What follows belongs to an exercise in optimizing a design on an open flow for small area; a production flow would make more cautious choices. At most, simulation tests tie the RTL to the original design; equivalence was not proved. Only the layout flow was run in runs 1, 2 and 4; the RTL was not checked for function there. In every run shown here, the design's own scripts or RTL, not TritonCTS, make the clock network. The flow treats the clock pin as an ideal source. Dropping or thinning the clock tree relies on that and would not hold on a real chip. Power figures rest on the tool's default switching activity, not on a simulated workload.

**flow/flow/cts_tree.tcl**
```tcl
# Hook sourced by ORFS's cts.tcl before clock_tree_synthesis (PRE_CTS_TCL).
# It replaces TritonCTS with a small balanced tree built by hand: the clock
# port drives one root buffer (CLK_ROOT_BUF), which drives CLK_LEAVES leaf
# buffers (CLK_BUF). The registers are split into CLK_LEAVES groups of equal
# size by recursive bisection of their placement, and each leaf buffer sits at
# the centre of its group.
proc mk_clock_tree {args} {
  set db [ord::get_db]
  set block [ord::get_db_block]
  set k $::env(CLK_LEAVES)
  set master [$db findMaster $::env(CLK_BUF)]
  set bt [$block findBTerm clk]
  set net [$bt getNet]
  set sinks [list]
  set xs [list]
  set ys [list]
  foreach it [$net getITerms] {
    set bb [[$it getInst] getBBox]
    lappend sinks $it
    lappend xs [expr {([$bb xMin] + [$bb xMax]) / 2}]
    lappend ys [expr {([$bb yMin] + [$bb yMax]) / 2}]
  }
  set n [llength $sinks]
  # split the registers into k groups of equal size by recursive bisection
  # along the longer side of each group's bounding box
  set groups [list [list 0 $k [lsearch -all -integer -not $xs -999999999]]]
  set asg [lrepeat $n 0]
  while {[llength $groups] > 0} {
    set g [lindex $groups 0]
    set groups [lrange $groups 1 end]
    lassign $g c0 kk idx
    if {$kk == 1} {
      foreach i $idx { lset asg $i $c0 }
      continue
    }
    set minx 1e18; set maxx -1e18; set miny 1e18; set maxy -1e18
    foreach i $idx {
      set x [lindex $xs $i]; set y [lindex $ys $i]
      if {$x < $minx} {set minx $x}; if {$x > $maxx} {set maxx $x}
      if {$y < $miny} {set miny $y}; if {$y > $maxy} {set maxy $y}
    }
    set keys [list]
    foreach i $idx {
      if {$maxx - $minx >= $maxy - $miny} { lappend keys [list $i [lindex $xs $i]] } else { lappend keys [list $i [lindex $ys $i]] }
    }
    set keys [lsort -real -index 1 $keys]
    set k1 [expr {$kk / 2}]
    set n1 [expr {int(round(double([llength $idx]) * $k1 / $kk))}]
    set a [list]; set b [list]
    set j 0
    foreach e $keys { if {$j < $n1} { lappend a [lindex $e 0] } else { lappend b [lindex $e 0] }; incr j }
    lappend groups [list $c0 $k1 $a] [list [expr {$c0 + $k1}] [expr {$kk - $k1}] $b]
  }
  for {set c 0} {$c < $k} {incr c} { set sx($c) 0; set sy($c) 0; set cnt($c) 0 }
  for {set i 0} {$i < $n} {incr i} {
    set c [lindex $asg $i]
    set sx($c) [expr {$sx($c) + [lindex $xs $i]}]
    set sy($c) [expr {$sy($c) + [lindex $ys $i]}]
    incr cnt($c)
  }
  set cx [list]; set cy [list]
  for {set c 0} {$c < $k} {incr c} {
    lappend cx [expr {$sx($c) / max(1, $cnt($c))}]; lappend cy [expr {$sy($c) / max(1, $cnt($c))}]
  }
  # optional root buffer between the port and the leaf buffers
  set src $net
  if {[info exists ::env(CLK_ROOT_BUF)] && $::env(CLK_ROOT_BUF) ne ""} {
    set r [odb::dbInst_create $block [$db findMaster $::env(CLK_ROOT_BUF)] "clkbuf_root"]
    set rn [odb::dbNet_create $block "clknet_root"]
    $rn setSigType CLOCK
    set mx 0; set my 0
    for {set c 0} {$c < $k} {incr c} { set mx [expr {$mx + [lindex $cx $c] / $k}]; set my [expr {$my + [lindex $cy $c] / $k}] }
    [$r findITerm A] connect $net
    [$r findITerm X] connect $rn
    $r setLocation [expr {int($mx)}] [expr {int($my)}]
    $r setPlacementStatus PLACED
    set src $rn
  }
  for {set c 0} {$c < $k} {incr c} {
    set b [odb::dbInst_create $block $master "clkbuf_leaf_$c"]
    set ln [odb::dbNet_create $block "clknet_leaf_$c"]
    $ln setSigType CLOCK
    [$b findITerm A] connect $src
    [$b findITerm X] connect $ln
    $b setLocation [expr {int([lindex $cx $c])}] [expr {int([lindex $cy $c])}]
    $b setPlacementStatus PLACED
    set leafnet($c) $ln
    puts "clock leaf $c: $cnt($c) registers"
  }
  for {set i 0} {$i < $n} {incr i} {
    set it [lindex $sinks $i]
    $it disconnect
    $it connect $leafnet([lindex $asg $i])
  }
  global_connect
}

rename clock_tree_synthesis triton_clock_tree_synthesis
proc clock_tree_synthesis {args} {
  puts "manual clock tree instead of: clock_tree_synthesis $args"
  mk_clock_tree
}
```
**flow/standard.sh**
```bash
#!/bin/bash
# synth_recipe.tcl (not shown) runs the flow's synth.tcl, then flattens the netlist and writes it again
# the make line also repeats each setting of config.mk as NAME=value (left out here)
make -C /OpenROAD-flow-scripts/flow DESIGN_CONFIG=/design/flow/config.mk WORK_HOME=/design/flow/orfs CLKGATE_MAP_FILE= SYNTH_SCRIPT=/design/flow/synth_recipe.tcl "${@:-finish}"
```
**flow/config.mk**
```make
export PLATFORM = sky130hd
export DESIGN_NAME = mac_row
export DESIGN_NICKNAME = mac_row
export VERILOG_FILES = /design/flow/design.v
export SDC_FILE = /design/flow/constraint.sdc
export NUM_CORES = 4
export LEC_CHECK = 0
export CAP_MARGIN = 20
export CORE_MARGIN = 2
export CORE_UTILIZATION = 70
export SLEW_MARGIN = 20
export SYNTH_HIERARCHICAL = 1
```
**flow/flow/run.sh**
```bash
#!/bin/bash
# Layout flow: the standard ORFS flow (standard.sh) with two changes:
#  - port buffers use the smallest buffer cell (buffer_ports -buffer_cell)
#  - the clock tree is built by flow/cts_tree.tcl instead of TritonCTS
set -euo pipefail
cd "$(dirname "$0")/.."
export BUFFER_PORTS_ARGS="-buffer_cell sky130_fd_sc_hd__buf_1"
export PRE_CTS_TCL="$PWD/flow/cts_tree.tcl"
export CLK_LEAVES=${CLK_LEAVES:-7}
export CLK_BUF=${CLK_BUF:-sky130_fd_sc_hd__clkbuf_8}
export CLK_ROOT_BUF=${CLK_ROOT_BUF:-sky130_fd_sc_hd__clkbuf_4}
bash standard.sh > standard.log 2>&1
```
**flow/constraint.sdc**
```tcl
create_clock -name core_clock -period 8.0 [get_ports {clk}]
set_input_delay 1.6000 -clock core_clock [delete_from_list [all_inputs] [get_ports {clk}]]
set_output_delay 1.6000 -clock core_clock [all_outputs]
set_load 0.01 [all_outputs]
```
**flow/design.v**
```verilog
module mac_fa (a, b, c, s, co);
    input a, b, c;
    output s, co;
    assign s = a ^ b ^ c;
    assign co = (a & b) | (c & (a ^ b));
endmodule
module mac_ha (a, b, s, co);
    input a, b;
    output s, co;
    assign s = a ^ b;
    assign co = a & b;
endmodule
module mac_pick (s, d, h, q, y);
    input [3:0] s, d;
    input h, q;
    output y;
    assign y = |(s & d) | (h & q);
endmodule
module mac_sel (ld, ad, d, s, q);
    input ld, ad, d, s;
    output q;
    assign q = (ld & d) | (ad & s);
endmodule
module mac_mul4 (a, b, p);
    input [3:0] a, b;
    output [7:0] p;
    wire [3:0] pp0 = a & {4{b[0]}};
    wire [3:0] pp1 = a & {4{b[1]}};
    wire [3:0] pp2 = a & {4{b[2]}};
    wire [3:0] pp3 = a & {4{b[3]}};
    wire s3a, c3a, s4a, c4a;
    mac_ha h3 (.a(pp0[3]), .b(pp1[2]), .s(s3a), .co(c3a));
    mac_ha h4 (.a(pp1[3]), .b(pp2[2]), .s(s4a), .co(c4a));
    wire s2b, c2b, s3b, c3b, s4b, c4b, s5b, c5b;
    mac_fa f2 (.a(pp0[2]), .b(pp1[1]), .c(pp2[0]), .s(s2b), .co(c2b));
    mac_fa f3 (.a(s3a), .b(pp2[1]), .c(pp3[0]), .s(s3b), .co(c3b));
    mac_fa f4 (.a(s4a), .b(pp3[1]), .c(c3a), .s(s4b), .co(c4b));
    mac_fa f5 (.a(pp2[3]), .b(pp3[2]), .c(c4a), .s(s5b), .co(c5b));
    wire k2, k3, k4, k5, k6;
    assign p[0] = pp0[0];
    mac_ha r1 (.a(pp0[1]), .b(pp1[0]), .s(p[1]), .co(k2));
    mac_ha r2 (.a(s2b), .b(k2), .s(p[2]), .co(k3));
    mac_fa r3 (.a(s3b), .b(c2b), .c(k3), .s(p[3]), .co(k4));
    mac_fa r4 (.a(s4b), .b(c3b), .c(k4), .s(p[4]), .co(k5));
    mac_fa r5 (.a(s5b), .b(c4b), .c(k5), .s(p[5]), .co(k6));
    mac_fa r6 (.a(pp3[3]), .b(c5b), .c(k6), .s(p[6]), .co(p[7]));
endmodule
module mac_x3 (a, t);
    input [3:0] a;
    output [5:0] t;
    wire k2, k3, k4;
    assign t[0] = a[0];
    mac_ha h1 (.a(a[1]), .b(a[0]), .s(t[1]), .co(k2));
    mac_fa f2 (.a(a[2]), .b(a[1]), .c(k2), .s(t[2]), .co(k3));
    mac_fa f3 (.a(a[3]), .b(a[2]), .c(k3), .s(t[3]), .co(k4));
    mac_ha h4 (.a(a[3]), .b(k4), .s(t[4]), .co(t[5]));
endmodule
module mac_dig (a, t, d, y);
    input [3:0] a;
    input [5:0] t;
    input [1:0] d;
    output [5:0] y;
    wire one, two, thr;
    mac_dsel s (.d(d), .one(one), .two(two), .thr(thr));
    assign y[0] = d[0] & a[0];
    mac_ao3 b1 (.a(one), .b(a[1]), .c(two), .d(a[0]), .e(thr), .f(t[1]), .y(y[1]));
    mac_ao3 b2 (.a(one), .b(a[2]), .c(two), .d(a[1]), .e(thr), .f(t[2]), .y(y[2]));
    mac_ao3 b3 (.a(one), .b(a[3]), .c(two), .d(a[2]), .e(thr), .f(t[3]), .y(y[3]));
    assign y[4] = (two & a[3]) | (thr & t[4]);
    assign y[5] = thr & t[5];
endmodule
module mac_dsel (d, one, two, thr);
    input [1:0] d;
    output one, two, thr;
    assign one = d[0] & ~d[1];
    assign two = d[1] & ~d[0];
    assign thr = d[1] & d[0];
endmodule
module mac_ao3 (a, b, c, d, e, f, y);
    input a, b, c, d, e, f;
    output y;
    assign y = (a & b) | (c & d) | (e & f);
endmodule
module mac_mul4r (a, t, b, p);
    input [3:0] a, b;
    input [5:0] t;
    output [7:0] p;
    wire [5:0] d0, d1;
    mac_dig g0 (.a(a), .t(t), .d(b[1:0]), .y(d0));
    mac_dig g1 (.a(a), .t(t), .d(b[3:2]), .y(d1));
    wire k3, k4, k5, k6, k7;
    assign p[1:0] = d0[1:0];
    mac_ha r2 (.a(d0[2]), .b(d1[0]), .s(p[2]), .co(k3));
    mac_fa r3 (.a(d0[3]), .b(d1[1]), .c(k3), .s(p[3]), .co(k4));
    mac_fa r4 (.a(d0[4]), .b(d1[2]), .c(k4), .s(p[4]), .co(k5));
    mac_fa r5 (.a(d0[5]), .b(d1[3]), .c(k5), .s(p[5]), .co(k6));
    mac_ha r6 (.a(d1[4]), .b(k6), .s(p[6]), .co(k7));
    assign p[7] = d1[5] ^ k7;
endmodule
module mac_row (
    clk, reset, execute, load, a_select,
    nzero_weights_flat, w_indexes_flat,
    in_activation_flat, in_psum_flat, act_index_flat,
    final_psum_flat, load_out
);
    input clk, reset, execute, load, a_select;
    input [31:0] nzero_weights_flat;
    input [15:0] w_indexes_flat;
    input [7:0] in_activation_flat;
    input [79:0] in_psum_flat;
    input [3:0] act_index_flat;
    output [79:0] final_psum_flat;
    output load_out;
    reg execute_q, load_q;
    reg [3:0] a1, a2, w1_0, w1_1, w2_0, w2_1;
    reg [1:0] c1_0, c1_1, c2_0, c2_1;
    reg [19:0] psum0, psum1, psum2, psum3;
    wire [1:0] idx = a_select ? act_index_flat[3:2] : act_index_flat[1:0];
    wire [3:0] act = a_select ? in_activation_flat[7:4] : in_activation_flat[3:0];
    wire [3:0] oh = {4{execute}} & {idx == 2'd3, idx == 2'd2, idx == 2'd1, idx == 2'd0};
    wire hold = ~execute;
    wire [3:0] sw0, sw1;
    wire [1:0] sc0, sc1;
    genvar b;
    generate
        for (b = 0; b < 4; b = b + 1) begin : PW
            mac_pick u0 (.s(oh), .d({nzero_weights_flat[12+b], nzero_weights_flat[8+b], nzero_weights_flat[4+b], nzero_weights_flat[b]}), .h(hold), .q(w1_0[b]), .y(sw0[b]));
            mac_pick u1 (.s(oh), .d({nzero_weights_flat[28+b], nzero_weights_flat[24+b], nzero_weights_flat[20+b], nzero_weights_flat[16+b]}), .h(hold), .q(w1_1[b]), .y(sw1[b]));
        end
        for (b = 0; b < 2; b = b + 1) begin : PC
            mac_pick u0 (.s(oh), .d({w_indexes_flat[6+b], w_indexes_flat[4+b], w_indexes_flat[2+b], w_indexes_flat[b]}), .h(hold), .q(c1_0[b]), .y(sc0[b]));
            mac_pick u1 (.s(oh), .d({w_indexes_flat[14+b], w_indexes_flat[12+b], w_indexes_flat[10+b], w_indexes_flat[8+b]}), .h(hold), .q(c1_1[b]), .y(sc1[b]));
        end
    endgenerate
    always @(posedge clk) begin
        execute_q <= execute;
        load_q <= load;
        if (reset) a1 <= 4'd0;
        else if (execute) a1 <= act;
        w1_0 <= sw0;
        w1_1 <= sw1;
        c1_0 <= sc0;
        c1_1 <= sc1;
        a2 <= reset ? 4'd0 : a1;
        w2_0 <= w1_0;
        w2_1 <= w1_1;
        c2_0 <= c1_0;
        c2_1 <= c1_1;
    end
    assign load_out = load_q;
    wire [7:0] p0, p1;
    wire [5:0] a2x3;
    mac_x3 x3 (.a(a2), .t(a2x3));
    mac_mul4r m0 (.a(a2), .t(a2x3), .b(w2_0), .p(p0));
    mac_mul4r m1 (.a(a2), .t(a2x3), .b(w2_1), .p(p1));
    wire eq = (c2_0 == c2_1);
    wire [7:0] p1e = p1 & {8{eq}};
    wire [8:0] q0;
    wire [8:0] qk;
    assign q0[0] = p0[0] ^ p1e[0];
    assign qk[1] = p0[0] & p1e[0];
    genvar j;
    generate
        for (j = 1; j < 8; j = j + 1) begin : Q0
            mac_fa u (.a(p0[j]), .b(p1e[j]), .c(qk[j]), .s(q0[j]), .co(qk[j+1]));
        end
    endgenerate
    assign q0[8] = qk[8];
    wire ld = execute_q & load_q;
    wire ldv = ld & ~reset;           
    wire adv = ~ld & ~reset;          
    wire e0 = execute_q;
    wire e1 = execute_q & ~eq;
    wire g0_0 = e0 & (c2_0 == 2'd0);
    wire g1_0 = e1 & (c2_1 == 2'd0);
    wire [8:0] ad0;
    generate
        for (j = 0; j < 8; j = j + 1) begin : AD0
            mac_sel u (.ld(g0_0), .ad(g1_0), .d(q0[j]), .s(p1[j]), .q(ad0[j]));
        end
    endgenerate
    assign ad0[8] = g0_0 & q0[8];
    wire [19:0] sum0;
    wire [20:0] cy0;
    mac_ha a0_0 (.a(psum0[0]), .b(ad0[0]), .s(sum0[0]), .co(cy0[1]));
    generate
        for (j = 1; j < 9; j = j + 1) begin : ADD0
            mac_fa u (.a(psum0[j]), .b(ad0[j]), .c(cy0[j]), .s(sum0[j]), .co(cy0[j+1]));
        end
    endgenerate
    assign cy0[15] = cy0[9] & (&psum0[14:9]);
    generate
        for (j = 9; j < 19; j = j + 1) begin : INC0
            if (j != 14) begin : h
                mac_ha u (.a(psum0[j]), .b(cy0[j]), .s(sum0[j]), .co(cy0[j+1]));
            end else begin : x
                assign sum0[j] = psum0[j] ^ cy0[j];
            end
        end
    endgenerate
    assign sum0[19] = psum0[19] ^ cy0[19];
    wire [19:0] nx0;
    generate
        for (j = 0; j < 20; j = j + 1) begin : SEL0
            mac_sel u (.ld(ldv), .ad(adv), .d(in_psum_flat[20*0 + j]), .s(sum0[j]), .q(nx0[j]));
        end
    endgenerate
    always @(posedge clk) psum0 <= nx0;
    assign final_psum_flat[20*0 +: 20] = psum0;
    wire g0_1 = e0 & (c2_0 == 2'd1);
    wire g1_1 = e1 & (c2_1 == 2'd1);
    wire [8:0] ad1;
    generate
        for (j = 0; j < 8; j = j + 1) begin : AD1
            mac_sel u (.ld(g0_1), .ad(g1_1), .d(q0[j]), .s(p1[j]), .q(ad1[j]));
        end
    endgenerate
    assign ad1[8] = g0_1 & q0[8];
    wire [19:0] sum1;
    wire [20:0] cy1;
    mac_ha a1_0 (.a(psum1[0]), .b(ad1[0]), .s(sum1[0]), .co(cy1[1]));
    generate
        for (j = 1; j < 9; j = j + 1) begin : ADD1
            mac_fa u (.a(psum1[j]), .b(ad1[j]), .c(cy1[j]), .s(sum1[j]), .co(cy1[j+1]));
        end
    endgenerate
    assign cy1[15] = cy1[9] & (&psum1[14:9]);
    generate
        for (j = 9; j < 19; j = j + 1) begin : INC1
            if (j != 14) begin : h
                mac_ha u (.a(psum1[j]), .b(cy1[j]), .s(sum1[j]), .co(cy1[j+1]));
            end else begin : x
                assign sum1[j] = psum1[j] ^ cy1[j];
            end
        end
    endgenerate
    assign sum1[19] = psum1[19] ^ cy1[19];
    wire [19:0] nx1;
    generate
        for (j = 0; j < 20; j = j + 1) begin : SEL1
            mac_sel u (.ld(ldv), .ad(adv), .d(in_psum_flat[20*1 + j]), .s(sum1[j]), .q(nx1[j]));
        end
    endgenerate
    always @(posedge clk) psum1 <= nx1;
    assign final_psum_flat[20*1 +: 20] = psum1;
    wire g0_2 = e0 & (c2_0 == 2'd2);
    wire g1_2 = e1 & (c2_1 == 2'd2);
    wire [8:0] ad2;
    generate
        for (j = 0; j < 8; j = j + 1) begin : AD2
            mac_sel u (.ld(g0_2), .ad(g1_2), .d(q0[j]), .s(p1[j]), .q(ad2[j]));
        end
    endgenerate
    assign ad2[8] = g0_2 & q0[8];
    wire [19:0] sum2;
    wire [20:0] cy2;
    mac_ha a2_0 (.a(psum2[0]), .b(ad2[0]), .s(sum2[0]), .co(cy2[1]));
    generate
        for (j = 1; j < 9; j = j + 1) begin : ADD2
            mac_fa u (.a(psum2[j]), .b(ad2[j]), .c(cy2[j]), .s(sum2[j]), .co(cy2[j+1]));
        end
    endgenerate
    assign cy2[15] = cy2[9] & (&psum2[14:9]);
    generate
        for (j = 9; j < 19; j = j + 1) begin : INC2
            if (j != 14) begin : h
                mac_ha u (.a(psum2[j]), .b(cy2[j]), .s(sum2[j]), .co(cy2[j+1]));
            end else begin : x
                assign sum2[j] = psum2[j] ^ cy2[j];
            end
        end
    endgenerate
    assign sum2[19] = psum2[19] ^ cy2[19];
    wire [19:0] nx2;
    generate
        for (j = 0; j < 20; j = j + 1) begin : SEL2
            mac_sel u (.ld(ldv), .ad(adv), .d(in_psum_flat[20*2 + j]), .s(sum2[j]), .q(nx2[j]));
        end
    endgenerate
    always @(posedge clk) psum2 <= nx2;
    assign final_psum_flat[20*2 +: 20] = psum2;
    wire g0_3 = e0 & (c2_0 == 2'd3);
    wire g1_3 = e1 & (c2_1 == 2'd3);
    wire [8:0] ad3;
    generate
        for (j = 0; j < 8; j = j + 1) begin : AD3
            mac_sel u (.ld(g0_3), .ad(g1_3), .d(q0[j]), .s(p1[j]), .q(ad3[j]));
        end
    endgenerate
    assign ad3[8] = g0_3 & q0[8];
    wire [19:0] sum3;
    wire [20:0] cy3;
    mac_ha a3_0 (.a(psum3[0]), .b(ad3[0]), .s(sum3[0]), .co(cy3[1]));
    generate
        for (j = 1; j < 9; j = j + 1) begin : ADD3
            mac_fa u (.a(psum3[j]), .b(ad3[j]), .c(cy3[j]), .s(sum3[j]), .co(cy3[j+1]));
        end
    endgenerate
    assign cy3[15] = cy3[9] & (&psum3[14:9]);
    generate
        for (j = 9; j < 19; j = j + 1) begin : INC3
            if (j != 14) begin : h
                mac_ha u (.a(psum3[j]), .b(cy3[j]), .s(sum3[j]), .co(cy3[j+1]));
            end else begin : x
                assign sum3[j] = psum3[j] ^ cy3[j];
            end
        end
    endgenerate
    assign sum3[19] = psum3[19] ^ cy3[19];
    wire [19:0] nx3;
    generate
        for (j = 0; j < 20; j = j + 1) begin : SEL3
            mac_sel u (.ld(ldv), .ad(adv), .d(in_psum_flat[20*3 + j]), .s(sum3[j]), .q(nx3[j]));
        end
    endgenerate
    always @(posedge clk) psum3 <= nx3;
    assign final_psum_flat[20*3 +: 20] = psum3;
endmodule
```
==> results of run 1 <==
## layout make-up
type | instances | share of cell area
well taps | 105 | 0.01855
plain buffers | 8 | 0.01467
repair buffers | 227 | 0.1214
inverters | 17 | 0.009012
flip-flops and latches | 114 | 0.3223
multi-input cells | 357 | 0.5140
## metrics by stage
stage / std cells / total power [W] / cell area (um2) / util / hold slack [ns]
after floorplan: 491 / 0.0008076 / 5972 / - / 0.3309
after global placement: 820 / 0.0008845 / 6962 / 0.8430 / 0.3416
after detailed placement: 820 / 0.0009030 / 6962 / 0.8430 / 0.3425
after CTS: 828 / 0.001091 / 7066 / 0.8556 / 0.3457
after global routing: 828 / 0.001200 / 7081 / 0.8574 / 0.3709
final: 828 / 0.001153 / 7081 / 0.8574 / 0.3580
## power breakdown
| group | leakage, nW | switching, W | internal, W |
|---|---|---|---|
| combinational | 2.27 | 0.000141 | 0.000102 |
| sequential | 0.939 | 0.0000429 | 0.000615 |
| clock | 0.0549 | 0.000168 | 0.0000841 |
| total | 3.26 | 0.000352 | 0.000800 |
## routing by layer
layer / vias to the layer above / GRT usage / part of all wire / wire [um]
met5: - / 0 / 0 / 0
met4: 0 / 0.1561 / 0.051 / 811
met3: 76 / 0.03524 / 0.091 / 1441
met2: 357 / 0.5880 / 0.50 / 7864
met1: 2563 / 0.3849 / 0.36 / 5704
li1: 2386 / - / - / -
## worst min path at each step
stage,from,end,cells after the start
final,w1_1[2],w2_1[2],0
after global routing,w1_0[2],w2_0[2],0
after CTS,w1_1[2],w2_1[2],0
after detailed placement,w1_1[2],w2_1[2],0
after global placement,w1_0[2],w2_0[2],0
after floorplan,c1_0[0],c2_0[0],0
## worst max-delay path, stage by stage (launching register included)
cell      delay (ns)
dfxtp_1         0.42
ha_1            0.26
fa_1            0.38
fa_1            0.50
a222oi_1        0.43
inv_1           0.14
fa_1            0.45
fa_1            0.59
nor3b_2         0.23
fa_1            0.51
a22o_1          0.28
fa_1            0.45
fa_1            0.43
fa_1            0.42
fa_1            0.41
fa_1            0.44
nand4_1         0.17
nor2_1          0.09
ha_1            0.19
ha_1            0.18
ha_1            0.18
ha_1            0.19
xor2_1          0.16
a22o_1          0.17
## registers in the layout, indices dropped and copies added, names as in the netlist
name and flops:
a1 4, a2 4, c1_0 2, c1_1 2, c2_0 2, c2_1 2, execute_q 1, load_q 1
psum0 20, psum1 20, psum2 20, psum3 20, w1_0 4, w1_1 4, w2_0 4, w2_1 4
## timing repair
item / CTS / global route
resized for setup: 0 / 3
setup endpoints to repair: 0 / 8
hold buffers: 0 / 0
==> qor.yml, run 1 <==
floorplanning:
  core_um2: 8258
  row_count: 33
  die_h_um: 96.37
  start_util: 0.7232
  num_io_pins: 226
  dieArea_um2: 9286
  chipWidth_um: 96.37
grt:
  grt.overflow.total: 0
  grt_pass1_vias: 5101
  antenna_found_initial: 0
  grt.total_usage: 0.3255
  grt_max_degree: 81
  grt_pass1_wl_mm: 24.01
sta:
  post-route-period-util: 0.9755
  hold_viol: 0
  skew_ns: 0.01085
  fin_ws_ns: 0.1959
  slew_viol_final: 0
  setup_viol: 0
  rsz0062_at_grt: "false"
  max-slew-margin-rel: 0.3300
  finalSetupTns_ns: 0
  fin_crit_ns: 7.804
  worst_pin_slew_ns: 1.003
  fmax_mhz: 128.1
cells_and_area:
  mostFrequentLayoutCell: "buf_1"
  area_growth_pct: 18.56
  diodes: 0
  multiInputGateArea_um2: 3640
  final_nets: 964
  seq_area_um2: 2282
  final_cell_mix: "buf_1, a22o_1, dfxtp_1"
  final_layout_size_suffix_gt1_frac: 0.03873
  fill_cells: 408
routing:
  antenna_left: 0
  avgRoutedWirePerCell_um: 19.11
  wl_mm: 15.82
  via_per_inst: 6.500
  drt_pre_antenna_iters: 6
  vias: 5382
  drc: 0
  drt_iter0_markers: 462
clock_tree:
  clock_latency_ns: 0.47
  cts_setup_buffers: 0
  clk_pin_slew_ns: 0.10
critical_path:
  critPathKind: "register to register"
  cp_max_fo: 10
  required_ns: 8.36
  critical_path.endpoint: "psum0[19]"
  critPathLaunch: "a2[1]"
  cp.arrival_ns: 8.17
  r2r_cells: 23
  worstReg2RegEnd: "psum0[19]"
  reg2reg_slack_ns: 0.20
  cp-start-kind: "register"
  critPathCaptureType: "register"
  r2r-start: "a2[1]"
worst_hold_path:
  hold_class: "register to register"
placed_design:
  io_buffer_count: 225
  place_ws_ns: 0.3266
  gp_congestion: 0.8763
  dp_hpwl_mm: 12.07
power:
  p_leak_nw: 3.262
  ir_worst_vdd_uv: 114.4
  p_per_area_nw_per_um2: 162.8
synthesis:
  synth_cells: 491
  yosys_warnings: 7
  syn_area_um2: 5972
  synth_nets: 730
  avgSynthCellArea_um2: 12.16
run:
  drv_cap: 0
run_status:
  run_status: "finished clean"
==> inputs of run 2 (changes only) <==
--- a/flow/config.mk
+++ b/flow/config.mk
@@ -9,4 +9,5 @@
 export CORE_MARGIN = 2
 export CORE_UTILIZATION = 70
+export SETUP_SLACK_MARGIN = 0.3
 export SLEW_MARGIN = 20
 export SYNTH_HIERARCHICAL = 1
==> run 2 against run 1 <==
Still clean. Sequential share of layout area decreased by 0.050 points. Combinational power is essentially flat. Core utilization increased by 0.23 points. Fmax rose by 3.5%. Wire length shrank 0.95%. Clock skew fell by 0.0018 ns. Via count fell by 1.3%. Critical endpoint unchanged. Highest routed layer unchanged.
==> qor.yml, run 2 <==
critical_path:
  cpPeakStageDelay_ns: 0.60  # was 0.59 ns
  cp-start-kind: "register"  # unchanged
  cp.arrival_ns: 7.91  # was 8.17 ns
  critPathCaptureType: "register"  # unchanged
  cpMostUsedCell: "fa_1"  # unchanged
  worst_path_max_delay_cell: "fa_2"  # was fa_1
  path_cells: "ha_1, fa_1, fa_1, a222oi_1, inv_1, fa_2, nor3b_2, fa_1, a22o_1, fa_1, fa_1, fa_1, fa_1, fa_1, fa_2, nand4_1, nor2_1, ha_1, ha_1, ha_1, ha_1, xor2_1, a22o_1"  # was ha_1, fa_1, fa_1, a222oi_1, inv_1, fa_1, fa_1, nor3b_2, fa_1, a22o_1, fa_1, fa_1, fa_1, fa_1, fa_1, nand4_1, nor2_1, ha_1, ha_1, ha_1, ha_1, xor2_1, a22o_1
  cp_max_fo: 10  # unchanged
  critPathKind: "register to register"  # unchanged
  required_ns: 8.37  # was 8.36 ns
routing:
  wl_mm: 15.67  # was 15.82 mm
  drt_iter0_markers: 440  # was 462
  drt_pre_antenna_iters: 8  # was 6
  antenna_left: 0  # unchanged
  vias: 5313  # was 5382
  via_per_inst: 6.417  # was 6.500
  drc: 0  # unchanged
  avgRoutedWirePerCell_um: 18.93  # was 19.11 um
sta:
  worst_pin_slew_ns: 0.9935  # was 1.003 ns
  setup_viol: 0  # unchanged
  finalSetupTns_ns: 0  # unchanged
  fmax_mhz: 132.6  # was 128.1 MHz
  max-slew-margin-rel: 0.3364  # was 0.3300
  hold_viol: 0  # unchanged
  skew_ns: 0.009081  # was 0.01085 ns
  slew_viol_final: 0  # unchanged
  rsz0062_at_grt: "false"  # unchanged
  fin_crit_ns: 7.543  # was 7.804 ns
  post-route-period-util: 0.9428  # was 0.9755
power:
  p_leak_nw: 3.256  # was 3.262 nW
  p_int_w: 0.0008011  # was 0.0008003 W
  p_per_area_nw_per_um2: 162.5  # was 162.8 nW/um2
  p_clk_frac: 0.219  # about the same
  pwr-share-seq: 0.570  # was 0.571
  ir_worst_vdd_uv: 114.1  # was 114.4 uV
  power_w: 0.001153  # about the same
  power_frac_comb: 0.211  # was 0.210
  swShare: 0.3055  # was 0.3056
  p_sw_w: 0.0003524  # was 0.0003523 W
cells_and_area:
  fill_cells: 402  # was 408
  area_growth_pct: 18.88  # was 18.56%
  final_layout_size_suffix_gt1_frac: 0.04703  # was 0.03873
  final_area_um2: 7099  # was 7081 um2
  final_nets: 964  # unchanged
  final_cell_mix: "buf_1, a22o_1, dfxtp_1"  # unchanged
  diodes: 0  # unchanged
  mostFrequentLayoutCell: "buf_1"  # unchanged
placed_design:
  dp_hpwl_mm: 12.07  # unchanged
  gp_congestion: 0.8763  # unchanged
  placed_cell_area_um2: 6962  # unchanged
  io_buffer_count: 225  # unchanged
synthesis:
  avgSynthCellArea_um2: 12.16  # unchanged
  synth_cells: 491  # unchanged
  yosys_warnings: 7  # unchanged
  syn_area_um2: 5972  # unchanged
  synth_nets: 730  # unchanged
floorplanning:
  row_count: 33  # unchanged
  num_io_pins: 226  # unchanged
  dieArea_um2: 9286  # unchanged
  start_util: 0.7232  # unchanged
  chipWidth_um: 96.37  # unchanged
  die_h_um: 96.37  # unchanged
  core_um2: 8258  # unchanged
grt:
  grt.overflow.total: 0  # unchanged
  grt_pass1_vias: 5117  # was 5101
  antenna_found_initial: 0  # unchanged
  grt.total_usage: 0.3260  # was 0.3255
  grt_pass1_wl_mm: 23.92  # was 24.01 mm
  grt_max_degree: 81  # unchanged
clock_tree:
  clock_latency_ns: 0.47  # about the same
  hold_buffers: 0  # unchanged
  clk_pin_slew_ns: 0.10  # about the same
run_status:
  run_status: "finished clean"  # unchanged
run:
  drv_cap: 0  # unchanged
worst_hold_path:
  hold_class: "register to register"  # unchanged
## run 2: routing by layer
| layer | wire length [um] | GRT usage | vias up | share of wire |
|---|---|---|---|---|
| li1 | - | - | 2387 | - |
| met2 | 7956 | 0.5828 | 352 | 0.51 |
| met1 | 5673 | 0.3880 | 2507 | 0.36 |
| met4 | 707 | 0.1631 | 0 | 0.045 |
| met3 | 1332 | 0.03524 | 67 | 0.085 |
| met5 | 0 | 0 | - | 0 |
## run 2: worst paths after layout
check | start | endpoint | slack [ns] | cells after the start
setup / recovery | a2[1] | psum0[19] | 0.46 | 23
hold / removal | w1_1[2] | w2_1[2] | 0.36 | 0
setup reg to reg | a2[1] | psum0[19] | 0.46 | 23
hold reg to reg | w1_1[2] | w2_1[2] | 0.36 | 0
## run 2: final cells by class
| type | count | area [um2] | area share |
|---|---|---|---|
| Multi-Input combinational cell | 357 | 3656 | 0.5150 |
| Buffer | 8 | 103.9 | 0.01463 |
| Timing Repair Buffer | 227 | 859.6 | 0.1211 |
| Inverter | 17 | 63.81 | 0.008988 |
| Sequential cell | 114 | 2285 | 0.3218 |
| Tap cell | 105 | 131.4 | 0.01851 |
## run 2: critical path: cells and delay by family, from the launching register on
kind            cells  cell delay [ns]
compound gates      3             0.83
xor+xnor            1             0.16
fa+ha+maj          15             5.47
buf+inv             1             0.14
flops               1             0.39
simple gates        3             0.45
## run 2: per-stage QoR
step,utilization,hold WS (ns),setup WS [ns],instances
global route,0.8597,0.3710,0.3149,828
finish,0.8597,0.3579,0.4575,828
floorplan,-,0.3309,0.9632,491
CTS,0.8574,0.3457,0.3002,828
global placement,0.8430,0.3416,0.6284,820
detailed placement,0.8430,0.3425,0.3266,820
## run 2: timing repair
| action | in CTS | in global routing |
|---|---|---|
| pin swaps | 1 | 4 |
| setup buffers | 0 | 0 |
| gates resized for setup | 3 | 7 |
| setup endpoints to repair | 2 | 19 |
## run 2: power by group through the flow
stage / registers [W] / clock network (W) / logic (W)
detailed placement: 0.000671 / 0 / 0.000233
finish: 0.000657 / 0.000252 / 0.000244
floorplan: 0.000671 / 0 / 0.000136
global placement: 0.000667 / 0 / 0.000218
CTS: 0.000671 / 0.000184 / 0.000238
global route: 0.000665 / 0.000270 / 0.000267
==> inputs of run 3 (changes only) <==
--- a/flow/design.v
+++ b/flow/design.v
@@ -45,56 +45,4 @@
     mac_fa r5 (.a(s5b), .b(c4b), .c(k5), .s(p[5]), .co(k6));
     mac_fa r6 (.a(pp3[3]), .b(c5b), .c(k6), .s(p[6]), .co(p[7]));
-endmodule
-module mac_x3 (a, t);
-    input [3:0] a;
-    output [5:0] t;
-    wire k2, k3, k4;
-    assign t[0] = a[0];
-    mac_ha h1 (.a(a[1]), .b(a[0]), .s(t[1]), .co(k2));
-    mac_fa f2 (.a(a[2]), .b(a[1]), .c(k2), .s(t[2]), .co(k3));
-    mac_fa f3 (.a(a[3]), .b(a[2]), .c(k3), .s(t[3]), .co(k4));
-    mac_ha h4 (.a(a[3]), .b(k4), .s(t[4]), .co(t[5]));
-endmodule
-module mac_dig (a, t, d, y);
-    input [3:0] a;
-    input [5:0] t;
-    input [1:0] d;
-    output [5:0] y;
-    wire one, two, thr;
-    mac_dsel s (.d(d), .one(one), .two(two), .thr(thr));
-    assign y[0] = d[0] & a[0];
-    mac_ao3 b1 (.a(one), .b(a[1]), .c(two), .d(a[0]), .e(thr), .f(t[1]), .y(y[1]));
-    mac_ao3 b2 (.a(one), .b(a[2]), .c(two), .d(a[1]), .e(thr), .f(t[2]), .y(y[2]));
-    mac_ao3 b3 (.a(one), .b(a[3]), .c(two), .d(a[2]), .e(thr), .f(t[3]), .y(y[3]));
-    assign y[4] = (two & a[3]) | (thr & t[4]);
-    assign y[5] = thr & t[5];
-endmodule
-module mac_dsel (d, one, two, thr);
-    input [1:0] d;
-    output one, two, thr;
-    assign one = d[0] & ~d[1];
-    assign two = d[1] & ~d[0];
-    assign thr = d[1] & d[0];
-endmodule
-module mac_ao3 (a, b, c, d, e, f, y);
-    input a, b, c, d, e, f;
-    output y;
-    assign y = (a & b) | (c & d) | (e & f);
-endmodule
-module mac_mul4r (a, t, b, p);
-    input [3:0] a, b;
-    input [5:0] t;
-    output [7:0] p;
-    wire [5:0] d0, d1;
-    mac_dig g0 (.a(a), .t(t), .d(b[1:0]), .y(d0));
-    mac_dig g1 (.a(a), .t(t), .d(b[3:2]), .y(d1));
-    wire k3, k4, k5, k6, k7;
-    assign p[1:0] = d0[1:0];
-    mac_ha r2 (.a(d0[2]), .b(d1[0]), .s(p[2]), .co(k3));
-    mac_fa r3 (.a(d0[3]), .b(d1[1]), .c(k3), .s(p[3]), .co(k4));
-    mac_fa r4 (.a(d0[4]), .b(d1[2]), .c(k4), .s(p[4]), .co(k5));
-    mac_fa r5 (.a(d0[5]), .b(d1[3]), .c(k5), .s(p[5]), .co(k6));
-    mac_ha r6 (.a(d1[4]), .b(k6), .s(p[6]), .co(k7));
-    assign p[7] = d1[5] ^ k7;
 endmodule
 module mac_row (
@@ -150,8 +98,6 @@
     assign load_out = load_q;
     wire [7:0] p0, p1;
-    wire [5:0] a2x3;
-    mac_x3 x3 (.a(a2), .t(a2x3));
-    mac_mul4r m0 (.a(a2), .t(a2x3), .b(w2_0), .p(p0));
-    mac_mul4r m1 (.a(a2), .t(a2x3), .b(w2_1), .p(p1));
+    mac_mul4 m0 (.a(a2), .b(w2_0), .p(p0));
+    mac_mul4 m1 (.a(a2), .b(w2_1), .p(p1));
     wire eq = (c2_0 == c2_1);
     wire [7:0] p1e = p1 & {8{eq}};
--- a/flow/config.mk
+++ b/flow/config.mk
@@ -9,5 +9,4 @@
 export CORE_MARGIN = 2
 export CORE_UTILIZATION = 70
-export SETUP_SLACK_MARGIN = 0.3
 export SLEW_MARGIN = 20
 export SYNTH_HIERARCHICAL = 1
==> run 3 against run 2 <==
Sequential power is essentially flat. Synthesized cell count down 1.2%. Synthesized area rose by 0.71%. First-iteration DRC count down 35%. Global-route usage shrank 2.1 points. Combinational power is 14% lower. Core utilization shrank 0.076 points. Highest routed layer unchanged. Fmax is 9.4% higher. Largest cell class unchanged. Clock skew grew 0.0063 ns.
==> qor.yml, run 3 <==
routing:
  drt_iter0_markers: 286  # was 440
  vias: 5024  # was 5313
  via_per_inst: 6.127  # was 6.417
  avgRoutedWirePerCell_um: 17.87  # was 18.93 um
  drt_pre_antenna_iters: 8  # unchanged
  wl_mm: 14.66  # was 15.67 mm
  drc: 0  # unchanged
  antenna_left: 0  # unchanged
synthesis:
  synth_nets: 734  # was 730
  synth_cells: 485  # was 491
  avgSynthCellArea_um2: 12.40  # was 12.16 um2
  ys_ff_latch: 114
  ys.flop_type: "dfxtp_1"
  ys_seq_area_frac: 0.3794
  ys_top_cells_by_area: "dfxtp_1, fa_1, a22o_1"
  yosys-top-cells-count: "dfxtp_1, a22o_1, fa_1"
  yosys_warnings: 7  # unchanged
  ys_types: 30
  async_flop_share: 0
  yosysTopAreaCellShare: 0.3794
  synth_largest_area_cell: "dfxtp_1"
  yosys.cell_count.top_type: "dfxtp_1"
  syn_area_um2: 6015  # was 5972 um2
  synth-edff-count: 0
critical_path:
  reg2reg_slack_ns: 1.11  # was 0.46 ns
  r2r_cells: 20  # was 23
  worst_path_max_delay_cell: "fa_1"  # was fa_2
  cp_max_fo: 8  # was 10
  path_cells: "and2_1, ha_1, fa_1, fa_1, nor3b_1, fa_1, a22o_1, fa_1, fa_1, fa_1, fa_1, fa_1, fa_1, ha_1, ha_1, ha_1, ha_1, ha_1, xor2_1, a22o_1"  # was ha_1, fa_1, fa_1, a222oi_1, inv_1, fa_2, nor3b_2, fa_1, a22o_1, fa_1, fa_1, fa_1, fa_1, fa_1, fa_2, nand4_1, nor2_1, ha_1, ha_1, ha_1, ha_1, xor2_1, a22o_1
  cpPeakStageDelay_ns: 0.64  # was 0.60 ns
  cpMostUsedCell: "fa_1"  # unchanged
  required_ns: 8.36  # was 8.37 ns
  r2r-start: "a2[3]"  # was a2[1]
  critPathCaptureType: "register"  # unchanged
  worstReg2RegEnd: "psum3[14]"  # was psum0[19]
  critPathKind: "register to register"  # unchanged
  cp.arrival_ns: 7.26  # was 7.91 ns
  cp-start-kind: "register"  # unchanged
power:
  p_sw_w: 0.0003253  # was 0.0003524 W
  ir_worst_vdd_uv: 121.4  # was 114.1 uV
  pwr-share-seq: 0.589  # was 0.570
  p_clk_frac: 0.223  # was 0.219
  power_w: 0.001114  # was 0.001153 W
  power_frac_comb: 0.188  # was 0.211
  p_per_area_nw_per_um2: 157.1  # was 162.5 nW/um2
  swShare: 0.2919  # was 0.3055
  p_int_w: 0.0007891  # was 0.0008011 W
  p_leak_nw: 3.241  # was 3.256 nW
cells_and_area:
  final_nets: 966  # was 964
  stdcell_count: 820  # was 828
  final_area_um2: 7093  # was 7099 um2
  final_layout_size_suffix_gt1_frac: 0.02378  # was 0.04703
  diodes: 0  # unchanged
  area_growth_pct: 17.93  # was 18.88%
  fill_cells: 473  # was 402
  mostFrequentLayoutCell: "buf_1"  # unchanged
  final_cell_mix: "buf_1, dfxtp_1, a22o_1"  # was buf_1, a22o_1, dfxtp_1
grt:
  antenna_found_initial: 0  # unchanged
  grt_util_met3: 0.03107  # was 0.03524
  grt_pass1_wl_mm: 24.13  # was 23.92 mm
  grt_max_degree: 81  # unchanged
  grt_use_met2: 0.5497  # was 0.5828
  grt_pass1_vias: 5132  # was 5117
  grt.overflow.total: 0  # unchanged
  gr-usage-met1: 0.3960  # was 0.3880
  grt.total_usage: 0.3050  # was 0.3260
  busiest_layer: "met2"  # unchanged
clock_tree:
  clk_pin_slew_ns: 0.09  # was 0.10 ns
  cts_setup_buffers: 0  # unchanged
  hold_buffers: 0  # unchanged
  post_cts_resized: 0  # was 3
  clock_latency_ns: 0.47  # about the same
placed_design:
  io_buffer_count: 225  # unchanged
  placed_cell_area_um2: 6989  # was 6962 um2
  placedCellCount: 812  # was 820
  dp_hpwl_mm: 11.43  # was 12.07 mm
  gp_congestion: 0.9149  # was 0.8763
floorplanning:
  dieArea_um2: 9350  # was 9286 um2
  die_h_um: 96.70  # was 96.37 um
  start_util: 0.7283  # was 0.7232
  chipWidth_um: 96.70  # was 96.37 um
  core_um2: 8258  # unchanged
  row_count: 33  # unchanged
  num_io_pins: 226  # unchanged
run:
  drv_cap: 0  # unchanged
sta:
  slew_viol_final: 0  # unchanged
  fmax_mhz: 145.0  # was 132.6 MHz
  hold_viol: 0  # unchanged
  fin_crit_ns: 6.895  # was 7.543 ns
  holdWs_ns: 0.3586  # was 0.3579 ns
  max-slew-margin-rel: 0.3830  # was 0.3364
  rsz0062_at_grt: "false"  # unchanged
  post-route-period-util: 0.8618  # was 0.9428
  worst_pin_slew_ns: 0.9238  # was 0.9935 ns
  finalSetupTns_ns: 0  # unchanged
  setup_viol: 0  # unchanged
  skew_ns: 0.01538  # was 0.009081 ns
run_status:
  run_status: "finished clean"  # unchanged
worst_hold_path:
  hold_class: "register to register"  # unchanged
  min_from: "w1_0[0]"  # was w1_1[2]
  holdPathEnd: "w2_0[0]"  # was w2_1[2]
  min_path_cells: 0  # unchanged
[run 3: worst max-delay path by stage]
stage | depth (start not counted) | endpoint | from | slack [ns]
4_1_cts | 21 | psum2[19] | a2[3] | 1.09
6_report | 20 | psum3[14] | a2[3] | 1.11
2_1_floorplan | 20 | psum1[14] | a2[3] | 1.50
3_3_place_gp | 20 | psum2[14] | a2[3] | 1.23
5_1_grt | 21 | psum2[19] | a2[3] | 0.82
3_5_place_dp | 20 | psum3[14] | a2[3] | 1.12
[run 3: per-layer routing]
| layer | vias up | routed length [um] |
|---|---|---|
| met5 | - | 0 |
| met4 | 0 | 363 |
| li1 | 2324 | - |
| met2 | 255 | 7498 |
| met1 | 2418 | 5768 |
| met3 | 27 | 1026 |
[run 3: logic make-up after synthesis]
kind of cell | Yosys count | synth area share
AOI/OAI and AO/OA | 149 | 0.2159
xor gates and xnor gates | 10 | 0.01706
adders and majority gates | 104 | 0.2850
buffers and inverters | 10 | 0.008942
DFF | 114 | 0.3794
muxes | 4 | 0.006657
and+or+nand+nor | 94 | 0.08695
[run 3: through the flow]
| step | setup WS (ns) | utilization |
|---|---|---|
| final | 1.105 | 0.8589 |
| after floorplan | 1.497 | - |
| after detailed placement | 1.115 | 0.8464 |
| after global routing | 0.8248 | 0.8589 |
| after global placement | 1.231 | 0.8464 |
| after CTS | 1.090 | 0.8589 |
[run 3: final cells by class]
class                   count  area, um2  share of cell area
inverters                   5      18.77            0.002646
plain buffers               8      103.9             0.01464
repair buffers            227      859.6              0.1212
flip-flops and latches    114       2282              0.3218
multi-input cells         361       3697              0.5213
well taps                 105      131.4             0.01852
[run 3: per-module statistics from Yosys (local to each module, per instance)]
| module | copies in the design | area, um2 | cells | flops+latches |
|---|---|---|---|---|
| mac_row | 1 | 2861 | 200 | 114 |
| mac_ha | 48 | 12.51 | 1 | 0 |
| mac_sel | 112 | 8.758 | 1 | 0 |
| mac_mul4 | 2 | 107.6 | 17 | 0 |
| mac_pick | 12 | 21.27 | 3 | 0 |
| mac_fa | 55 | 20.02 | 1 | 0 |
[run 3: power groups by stage]
stage          registers [W]  clock network [W]  logic (W)
6_report            0.000656           0.000249   0.000210
3_3_place_gp        0.000666                  0   0.000197
4_1_cts             0.000670           0.000184   0.000209
3_5_place_dp        0.000669                  0   0.000207
5_1_grt             0.000663           0.000273   0.000232
2_1_floorplan       0.000670                  0   0.000119
[run 3: worst max-delay path, delay by kind of cell, from the launching register on]
family | cells | cell delay [ns]
XOR/XNOR | 1 | 0.14
AO/OA/AOI/OAI | 2 | 0.43
AND/OR/NAND/NOR | 2 | 0.46
flip-flops | 1 | 0.36
adder cells (fa/ha/maj) | 15 | 5.40
==> inputs of run 4 (changes only) <==
--- a/flow/design.v
+++ b/flow/design.v
@@ -135,12 +135,7 @@
         end
     endgenerate
-    assign cy0[15] = cy0[9] & (&psum0[14:9]);
     generate
         for (j = 9; j < 19; j = j + 1) begin : INC0
-            if (j != 14) begin : h
-                mac_ha u (.a(psum0[j]), .b(cy0[j]), .s(sum0[j]), .co(cy0[j+1]));
-            end else begin : x
-                assign sum0[j] = psum0[j] ^ cy0[j];
-            end
+            mac_ha u (.a(psum0[j]), .b(cy0[j]), .s(sum0[j]), .co(cy0[j+1]));
         end
     endgenerate
@@ -171,12 +166,7 @@
         end
     endgenerate
-    assign cy1[15] = cy1[9] & (&psum1[14:9]);
     generate
         for (j = 9; j < 19; j = j + 1) begin : INC1
-            if (j != 14) begin : h
-                mac_ha u (.a(psum1[j]), .b(cy1[j]), .s(sum1[j]), .co(cy1[j+1]));
-            end else begin : x
-                assign sum1[j] = psum1[j] ^ cy1[j];
-            end
+            mac_ha u (.a(psum1[j]), .b(cy1[j]), .s(sum1[j]), .co(cy1[j+1]));
         end
     endgenerate
@@ -207,12 +197,7 @@
         end
     endgenerate
-    assign cy2[15] = cy2[9] & (&psum2[14:9]);
     generate
         for (j = 9; j < 19; j = j + 1) begin : INC2
-            if (j != 14) begin : h
-                mac_ha u (.a(psum2[j]), .b(cy2[j]), .s(sum2[j]), .co(cy2[j+1]));
-            end else begin : x
-                assign sum2[j] = psum2[j] ^ cy2[j];
-            end
+            mac_ha u (.a(psum2[j]), .b(cy2[j]), .s(sum2[j]), .co(cy2[j+1]));
         end
     endgenerate
@@ -243,12 +228,7 @@
         end
     endgenerate
-    assign cy3[15] = cy3[9] & (&psum3[14:9]);
     generate
         for (j = 9; j < 19; j = j + 1) begin : INC3
-            if (j != 14) begin : h
-                mac_ha u (.a(psum3[j]), .b(cy3[j]), .s(sum3[j]), .co(cy3[j+1]));
-            end else begin : x
-                assign sum3[j] = psum3[j] ^ cy3[j];
-            end
+            mac_ha u (.a(psum3[j]), .b(cy3[j]), .s(sum3[j]), .co(cy3[j+1]));
         end
     endgenerate
==> run 4 against run 3 <==
Still clean. Die area decreased by 0.86%. Combinational power up 4%. Total power rose by 0.75%. Synthesized area fell by 0.89%. Critical path depth grew 5. Clock power hardly changed. Core utilization grew 0.60 points. Fmax fell by 10%. Synthesized cell count down 1.9%. Global-route usage fell by 1.5 points. Via count fell by 2.1%. Sequential power hardly changed. Highest routed layer unchanged.
==> qor.yml, run 4 <==
clock_tree:
  hold_buffers: 0  # unchanged
  cts_setup_buffers: 0  # unchanged
  clk_pin_slew_ns: 0.10  # was 0.09 ns
  post_cts_resized: 0  # unchanged
  clock_latency_ns: 0.47  # about the same
synthesis:
  ys_ff_latch: 114  # unchanged
  yosys-top-cells-count: "dfxtp_1, a22o_1, fa_1"  # unchanged
  ys_seq_area_frac: 0.3829  # was 0.3794
  avgSynthCellArea_um2: 12.52  # was 12.40 um2
  ys.flop_type: "dfxtp_1"  # unchanged
  synth_cells: 476  # was 485
  yosysTopAreaCellShare: 0.3829  # was 0.3794
  syn_area_um2: 5961  # was 6015 um2
  ys_top_cells_by_area: "dfxtp_1, fa_1, a22o_1"  # unchanged
  yosys.cell_count.top_type: "dfxtp_1"  # unchanged
  synth_nets: 729  # was 734
  synth_largest_area_cell: "dfxtp_1"  # unchanged
  yosys_warnings: 7  # unchanged
  async_flop_share: 0  # unchanged
  ys_types: 28  # was 30
  synth-edff-count: 0  # unchanged
sta:
  worst_pin_slew_ns: 0.8987  # was 0.9238 ns
  fin_crit_ns: 7.703  # was 6.895 ns
  post-route-period-util: 0.9629  # was 0.8618
  fmax_mhz: 129.8  # was 145.0 MHz
  fin_ws_ns: 0.2969  # was 1.105 ns
  slew_viol_final: 0  # unchanged
  skew_ns: 0.01396  # was 0.01538 ns
  setup_viol: 0  # unchanged
  max-slew-margin-rel: 0.4009  # was 0.3830
  hold_viol: 0  # unchanged
cells_and_area:
  diodes: 0  # unchanged
  area_growth_pct: 19.23  # was 17.93%
  fill_cells: 442  # was 473
  final_layout_size_suffix_gt1_frac: 0.03672  # was 0.02378
  final_area_um2: 7107  # was 7093 um2
  stdcell_count: 813  # was 820
  mostFrequentLayoutCell: "buf_1"  # unchanged
  final_cell_mix: "buf_1, a22o_1, dfxtp_1"  # was buf_1, dfxtp_1, a22o_1
  fin_util: 0.8649  # was 0.8589
  multiInputGateArea_um2: 3697  # unchanged
  seq_area_um2: 2285  # was 2282 um2
  final_nets: 963  # was 966
placed_design:
  placedCellCount: 805  # was 812
  placed_cell_area_um2: 6953  # was 6989 um2
  gp_congestion: 0.8919  # was 0.9149
  place_ws_ns: 0.1933  # was 1.115 ns
  io_buffer_count: 225  # unchanged
  dp_hpwl_mm: 11.14  # was 11.43 mm
power:
  ir_worst_vdd_uv: 148.1  # was 121.4 uV
  p_leak_nw: 3.267  # was 3.241 nW
  p_per_area_nw_per_um2: 158.0  # was 157.1 nW/um2
  p_int_w: 0.0007943  # was 0.0007891 W
  power_frac_comb: 0.194  # was 0.188
  swShare: 0.2925  # was 0.2919
  p_clk_frac: 0.223  # about the same
  pwr-share-seq: 0.583  # was 0.589
  p_sw_w: 0.0003284  # was 0.0003253 W
critical_path:
  cpMostUsedCell: "ha_1"  # was fa_1
  cpPeakStageDelay_ns: 0.61  # was 0.64 ns
  cp-start-kind: "register"  # unchanged
  cp.arrival_ns: 8.07  # was 7.26 ns
  worst_path_max_delay_cell: "fa_2"  # was fa_1
  critPathCaptureType: "register"  # unchanged
  critPathKind: "register to register"  # unchanged
  cp_max_fo: 8  # unchanged
  path_delay_family: "adder cells"  # unchanged
  required_ns: 8.37  # was 8.36 ns
  crit_buf_inv: 0  # unchanged
grt:
  grt_pass1_vias: 4665  # was 5132
  grt.total_usage: 0.2896  # was 0.3050
  antenna_found_initial: 0  # unchanged
  grt.overflow.total: 0  # unchanged
  grt_max_degree: 81  # unchanged
  grt_pass1_wl_mm: 21.42  # was 24.13 mm
routing:
  antenna_left: 0  # unchanged
  wl_mm: 13.99  # was 14.66 mm
  via_per_inst: 6.049  # was 6.127
  avgRoutedWirePerCell_um: 17.21  # was 17.87 um
  drt_pre_antenna_iters: 5  # was 8
  vias: 4918  # was 5024
  drt_iter0_markers: 230  # was 286
  drc: 0  # unchanged
floorplanning:
  row_count: 33  # unchanged
  dieArea_um2: 9270  # was 9350 um2
  num_io_pins: 226  # unchanged
  die_h_um: 96.28  # was 96.70 um
  core_um2: 8217  # was 8258 um2
  chipWidth_um: 96.28  # was 96.70 um
  start_util: 0.7254  # was 0.7283
worst_hold_path:
  hold_class: "register to register"  # unchanged
run_status:
  run_status: "finished clean"  # unchanged
run:
  drv_cap: 0  # unchanged
-- run 4: logic make-up after synthesis --
logic type	count (synthesis)	synth area share
flops	114	0.3829
mux	4	0.006717
simple gates	89	0.08438
buf+inv	8	0.007976
xor+xnor	6	0.01133
fa+ha+maj	108	0.2960
compound gates	147	0.2107
-- run 4: layer usage --
metal	GRT usage	vias to the layer above	wire (um)
met5	0	-	0
met4	0.08452	0	452
met3	0.04150	41	1200
met2	0.5266	264	6956
met1	0.3557	2321	5385
li1	-	2292	-
-- run 4: worst paths after layout --
kind | start | end | slack, ns | cells past startpoint
hold / removal | w1_0[2] | w2_0[2] | 0.36 | 0
setup reg to reg | a2[3] | psum3[19] | 0.30 | 25
setup / recovery | a2[3] | psum3[19] | 0.30 | 25
hold reg to reg | w1_0[2] | w2_0[2] | 0.36 | 0
-- run 4: per-stage QoR --
| stage | hold WS [ns] | setup TNS [ns] | total power [W] |
|---|---|---|---|
| floorplan | 0.3309 | 0 | 0.0007865 |
| finish | 0.3595 | 0 | 0.001123 |
| detailed placement | 0.3380 | 0 | 0.0008763 |
| global route | 0.3631 | -0.01903 | 0.001180 |
| global placement | 0.3442 | 0 | 0.0008624 |
| CTS | 0.3424 | 0 | 0.001062 |
-- run 4: Yosys stat by module (local to each module, per instance) --
module	cell area [um2]	flops+latches	times used	cells
mac_fa	20.02	0	55	1
mac_ha	12.51	0	52	1
mac_mul4	107.6	0	2	17
mac_pick	21.27	0	12	3
mac_row	2758	114	1	187
mac_sel	8.758	0	112	1
-- run 4: layout make-up --
type | instances | share of cell area
inverter | 2 | 0.001056
timing repair buffer | 230 | 0.1241
tap | 105 | 0.01849
buffer | 8 | 0.01461
multi-input combinational | 354 | 0.5202
sequential | 114 | 0.3215
-- run 4: power by group through the flow --
stage,Sequential (W),Clock (W),Combinational (W)
final,0.000654,0.000250,0.000218
after global routing,0.000662,0.000276,0.000242
after floorplan,0.000667,0,0.000120
after detailed placement,0.000666,0,0.000210
after global placement,0.000664,0,0.000198
after CTS,0.000667,0.000184,0.000211
==> inputs of run 5 (changes only) <==
--- a/flow/design.v
+++ b/flow/design.v
@@ -46,4 +46,46 @@
     mac_fa r6 (.a(pp3[3]), .b(c5b), .c(k6), .s(p[6]), .co(p[7]));
 endmodule
+module mac_mul45 (a, b, p);
+    input [3:0] a;
+    input [4:0] b;
+    output [8:0] p;
+    wire [3:0] pp0 = a & {4{b[0]}};
+    wire [3:0] pp1 = a & {4{b[1]}};
+    wire [3:0] pp2 = a & {4{b[2]}};
+    wire [3:0] pp3 = a & {4{b[3]}};
+    wire [3:0] pp4 = a & {4{b[4]}};
+    wire h1_s, h1_c;
+    mac_ha h1 (.a(pp0[3]), .b(pp1[2]), .s(h1_s), .co(h1_c));
+    wire f2_s, f2_c;
+    mac_fa f2 (.a(pp1[3]), .b(pp2[2]), .c(pp3[1]), .s(f2_s), .co(f2_c));
+    wire h3_s, h3_c;
+    mac_ha h3 (.a(pp2[3]), .b(pp3[2]), .s(h3_s), .co(h3_c));
+    wire h4_s, h4_c;
+    mac_ha h4 (.a(pp0[2]), .b(pp1[1]), .s(h4_s), .co(h4_c));
+    wire f5_s, f5_c;
+    mac_fa f5 (.a(pp2[1]), .b(pp3[0]), .c(h1_s), .s(f5_s), .co(f5_c));
+    wire f6_s, f6_c;
+    mac_fa f6 (.a(pp4[0]), .b(h1_c), .c(f2_s), .s(f6_s), .co(f6_c));
+    wire f7_s, f7_c;
+    mac_fa f7 (.a(pp4[1]), .b(f2_c), .c(h3_s), .s(f7_s), .co(f7_c));
+    wire f8_s, f8_c;
+    mac_fa f8 (.a(pp3[3]), .b(pp4[2]), .c(h3_c), .s(f8_s), .co(f8_c));
+    assign p[0] = pp0[0];
+    wire h9_c;
+    mac_ha h9 (.a(pp0[1]), .b(pp1[0]), .s(p[1]), .co(h9_c));
+    wire f10_c;
+    mac_fa f10 (.a(pp2[0]), .b(h4_s), .c(h9_c), .s(p[2]), .co(f10_c));
+    wire f11_c;
+    mac_fa f11 (.a(h4_c), .b(f5_s), .c(f10_c), .s(p[3]), .co(f11_c));
+    wire f12_c;
+    mac_fa f12 (.a(f5_c), .b(f6_s), .c(f11_c), .s(p[4]), .co(f12_c));
+    wire f13_c;
+    mac_fa f13 (.a(f6_c), .b(f7_s), .c(f12_c), .s(p[5]), .co(f13_c));
+    wire f14_c;
+    mac_fa f14 (.a(f7_c), .b(f8_s), .c(f13_c), .s(p[6]), .co(f14_c));
+    wire f15_c;
+    mac_fa f15 (.a(pp4[3]), .b(f8_c), .c(f14_c), .s(p[7]), .co(f15_c));
+    assign p[8] = f15_c;
+endmodule
 module mac_row (
     clk, reset, execute, load, a_select,
@@ -61,5 +103,6 @@
     output load_out;
     reg execute_q, load_q;
-    reg [3:0] a1, a2, w1_0, w1_1, w2_0, w2_1;
+    reg [3:0] a1, a2, w1_0, w1_1, w2_1;
+    reg [4:0] w2_0;
     reg [1:0] c1_0, c1_1, c2_0, c2_1;
     reg [19:0] psum0, psum1, psum2, psum3;
@@ -81,4 +124,16 @@
         end
     endgenerate
+    wire eq1 = (c1_0 == c1_1);
+    wire [3:0] w1e = w1_1 & {4{eq1}};
+    wire [4:0] ws;
+    wire [4:0] wk;
+    mac_ha s0 (.a(w1_0[0]), .b(w1e[0]), .s(ws[0]), .co(wk[1]));
+    genvar i;
+    generate
+        for (i = 1; i < 4; i = i + 1) begin : WSUM
+            mac_fa u (.a(w1_0[i]), .b(w1e[i]), .c(wk[i]), .s(ws[i]), .co(wk[i+1]));
+        end
+    endgenerate
+    assign ws[4] = wk[4];
     always @(posedge clk) begin
         execute_q <= execute;
@@ -91,26 +146,17 @@
         c1_1 <= sc1;
         a2 <= reset ? 4'd0 : a1;
-        w2_0 <= w1_0;
-        w2_1 <= w1_1;
+        w2_0 <= ws;
+        w2_1 <= w1_1 & {4{~eq1}};
         c2_0 <= c1_0;
         c2_1 <= c1_1;
     end
     assign load_out = load_q;
-    wire [7:0] p0, p1;
-    mac_mul4 m0 (.a(a2), .b(w2_0), .p(p0));
+    wire [8:0] p0;
+    wire [7:0] p1;
+    mac_mul45 m0 (.a(a2), .b(w2_0), .p(p0));
     mac_mul4 m1 (.a(a2), .b(w2_1), .p(p1));
-    wire eq = (c2_0 == c2_1);
-    wire [7:0] p1e = p1 & {8{eq}};
-    wire [8:0] q0;
-    wire [8:0] qk;
-    assign q0[0] = p0[0] ^ p1e[0];
-    assign qk[1] = p0[0] & p1e[0];
+    wire [8:0] q0 = p0;
+    wire eq = 1'b0;
     genvar j;
-    generate
-        for (j = 1; j < 8; j = j + 1) begin : Q0
-            mac_fa u (.a(p0[j]), .b(p1e[j]), .c(qk[j]), .s(q0[j]), .co(qk[j+1]));
-        end
-    endgenerate
-    assign q0[8] = qk[8];
     wire ld = execute_q & load_q;
     wire ldv = ld & ~reset;           
==> run 5 against run 4 <==
Sequential share of layout area increased by 0.62 points. Hold slack improved by 0.033 ns. Clock skew increased by 0.0012 ns. Wire length increased by 6.6%. Largest power group unchanged. Still clean. Highest routed layer unchanged. Critical path depth decreased by 2. Sequential cell count increased by 1. Largest cell class unchanged. Global-route usage increased by 2.6 points. Via count increased by 1.3%.
==> qor.yml, run 5 <==
clock_tree:
  clk_pin_slew_ns: 0.11  # was 0.10 ns
  cts_setup_buffers: 0  # unchanged
power:
  p_sw_w: 0.0003441  # was 0.0003284 W
  p_int_w: 0.0008094  # was 0.0007943 W
  swShare: 0.2983  # was 0.2925
  pwr-share-seq: 0.585  # was 0.583
  p_per_area_nw_per_um2: 164.2  # was 158.0 nW/um2
worst_hold_path:
  min_from: "c1_1[1]"  # was w1_0[2]
  hold_class: "register to register"  # unchanged
  min_path_cells: 0  # unchanged
cells_and_area:
  multiInputGateArea_um2: 3615  # was 3697 um2
  diodes: 0  # unchanged
  seq_area_um2: 2302  # was 2285 um2
  mostFrequentLayoutCell: "buf_1"  # unchanged
  fill_cells: 483  # was 442
  final_nets: 960  # was 963
  final_layout_size_suffix_gt1_frac: 0.01841  # was 0.03672
  area_growth_pct: 18.13  # was 19.23%
  fin_util: 0.8552  # was 0.8649
synthesis:
  async_flop_share: 0  # unchanged
  yosys.cell_count.top_type: "dfxtp_1"  # unchanged
  synth_nets: 728  # was 729
  yosys_warnings: 7  # unchanged
  ys_ff_latch: 115  # was 114
  ys.flop_type: "dfxtp_1"  # unchanged
  yosys-top-cells-count: "dfxtp_1, a22o_1, fa_1"  # unchanged
  ys_top_cells_by_area: "dfxtp_1, fa_1, a22o_1"  # unchanged
  syn_area_um2: 5948  # was 5961 um2
  avgSynthCellArea_um2: 12.50  # was 12.52 um2
  yosysTopAreaCellShare: 0.3870  # was 0.3829
  synth_cells: 476  # unchanged
  ys_seq_area_frac: 0.3870  # was 0.3829
critical_path:
  r2r_cells: 23  # was 25
  cp.arrival_ns: 7.31  # was 8.07 ns
  cp_max_fo: 9  # was 8
  cpPeakStageDelay_ns: 0.56  # was 0.61 ns
  worst_path_max_delay_cell: "fa_1"  # was fa_2
  r2r-start: "a2[3]"  # unchanged
  critPathKind: "register to register"  # unchanged
  worstReg2RegEnd: "psum3[19]"  # unchanged
  reg2reg_slack_ns: 1.06  # was 0.30 ns
  cpMostUsedCell: "ha_1"  # unchanged
  crit_buf_inv: 0  # unchanged
  path_delay_family: "adder cells"  # unchanged
  required_ns: 8.37  # about the same
routing:
  via_per_inst: 6.142  # was 6.049
  drc: 0  # unchanged
  vias: 4981  # was 4918
  drt_pre_antenna_iters: 7  # was 5
  drt_iter0_markers: 299  # was 230
  antenna_left: 0  # unchanged
  wl_mm: 14.91  # was 13.99 mm
  avgRoutedWirePerCell_um: 18.39  # was 17.21 um
floorplanning:
  dieArea_um2: 9251  # was 9270 um2
  die_h_um: 96.18  # was 96.28 um
  start_util: 0.7239  # was 0.7254
  row_count: 33  # unchanged
  core_um2: 8217  # unchanged
sta:
  skew_ns: 0.01519  # was 0.01396 ns
  post-route-period-util: 0.8673  # was 0.9629
  rsz0062_at_grt: "false"
  fin_crit_ns: 6.939  # was 7.703 ns
  slew_viol_final: 0  # unchanged
  hold_viol: 0  # unchanged
  holdWs_ns: 0.3927  # was 0.3595 ns
grt:
  grt.total_usage: 0.3158  # was 0.2896
  grt_pass1_wl_mm: 22.90  # was 21.42 mm
  antenna_found_initial: 0  # unchanged
run_status:
  run_status: "finished clean"  # unchanged
placed_design:
  gp_congestion: 0.8651  # was 0.8919
  io_buffer_count: 225  # unchanged
run 5: cell types whose count changed after synthesis, moves of 2 or more:
cell / delta
and2_1: +4
a21boi_0: +4
and3_1: +5
a21oi_1: -2
nor3b_1: -7
xor2_2: -2
xnor2_1: +2
run 5: layer usage:
layer | track usage | wire length (um) | share of wire | vias to the layer above
li1 | - | - | - | 2278
met2 | 0.5862 | 7739 | 0.52 | 284
met4 | 0.1000 | 544 | 0.036 | 0
met3 | 0.04777 | 1197 | 0.080 | 50
met1 | 0.3718 | 5431 | 0.36 | 2369
met5 | 0 | 0 | 0 | -
run 5: per-module statistics from Yosys, one instance, submodules excluded:
module,cells,copies in the design
mac_sel,1,112
mac_pick,3,12
mac_ha,1,53
mac_fa,1,54
mac_mul4,17,1
mac_mul45,22,1
mac_row,182,1
run 5: worst reg2reg max path, cell delays in order (launching register included):
cell,delay (ns)
dfxtp_1,0.40
and2_1,0.19
ha_1,0.32
fa_1,0.51
fa_1,0.56
a22o_1,0.23
fa_1,0.43
fa_1,0.39
fa_1,0.40
fa_1,0.39
fa_1,0.41
fa_1,0.39
ha_1,0.20
ha_1,0.20
ha_1,0.20
ha_1,0.19
ha_1,0.20
ha_1,0.18
ha_1,0.18
ha_1,0.17
ha_1,0.18
ha_1,0.19
xor2_1,0.16
a22o_1,0.17
run 5: logic make-up (layout without fill, tap and decap cells):
family,Yosys count,count (layout),synth area share
mux,4,4,0.006731
flops,115,115,0.3870
compound gates,149,149,0.2146
xor+xnor,6,6,0.008835
buf+inv,8,238,0.008413
fa+ha+maj,107,107,0.2932
simple gates,87,87,0.08120
run 5: final cells by class:
class / instances / share of cell area
multi-input combinational: 353 / 0.5144
sequential: 115 / 0.3276
timing repair buffer: 228 / 0.1234
tap: 105 / 0.01870
buffer: 8 / 0.01478
inverter: 2 / 0.001068
run 5: worst max-delay path by stage:
stage,startpoint,to,slack [ns],depth (start not counted)
detailed placement,a2[3],psum3[19],1.07,23
global route,a2[3],psum3[19],0.88,23
CTS,a2[3],psum3[19],1.08,23
global placement,a2[3],psum2[19],1.28,23
finish,a2[3],psum3[19],1.06,23
floorplan,a2[3],psum0[19],1.50,23
run 5: per-stage QoR:
step / power, W / instances / setup slack [ns] / instance area, um2
global route: 0.001213 / 811 / 0.8813 / 7027
floorplan: 0.0008103 / 476 / 1.495 / 5948
global placement: 0.0008896 / 803 / 1.281 / 6923
detailed placement: 0.0009074 / 803 / 1.068 / 6923
CTS: 0.001095 / 811 / 1.084 / 7027
finish: 0.001153 / 811 / 1.061 / 7027
run 5: power by group through the flow:
stage | combinational, W | clock, W | sequential, W
floorplan | 0.000126 | 0 | 0.000684
global placement | 0.000207 | 0 | 0.000683
detailed placement | 0.000220 | 0 | 0.000687
CTS | 0.000222 | 0.000185 | 0.000688
global route | 0.000249 | 0.000281 | 0.000684
finish | 0.000223 | 0.000256 | 0.000675

[what the ideal ports hide]
The results above use ideal ports. As a check the final layouts listed here were re-extracted and re-timed, cells and wires unchanged. Step 1, drivers: a clkbuf_16 drives clk and a buf_2 each remaining input, both assumed. Step 2 times the ports against the registers' clock, not the clock port: input delays grow and output delays shrink by t, the midpoint of the rising clock arrivals with the driver on. Slacks: ideal ports / drivers / drivers and shift; pairs: ideal ports / drivers.
run | t, ns | slack for setup (ns)
run 1 | 0.498 | 0.196 / 0.196 / 0.196
run 2 | 0.496 | 0.457 / 0.457 / 0.457
run 3 | 0.494 | 1.105 / 1.105 / 1.105
run 4 | 0.500 | 0.297 / 0.297 / 0.297
run 5 | 0.504 | 1.061 / 1.061 / 1.061
After both steps setup and hold are still met in every run listed.
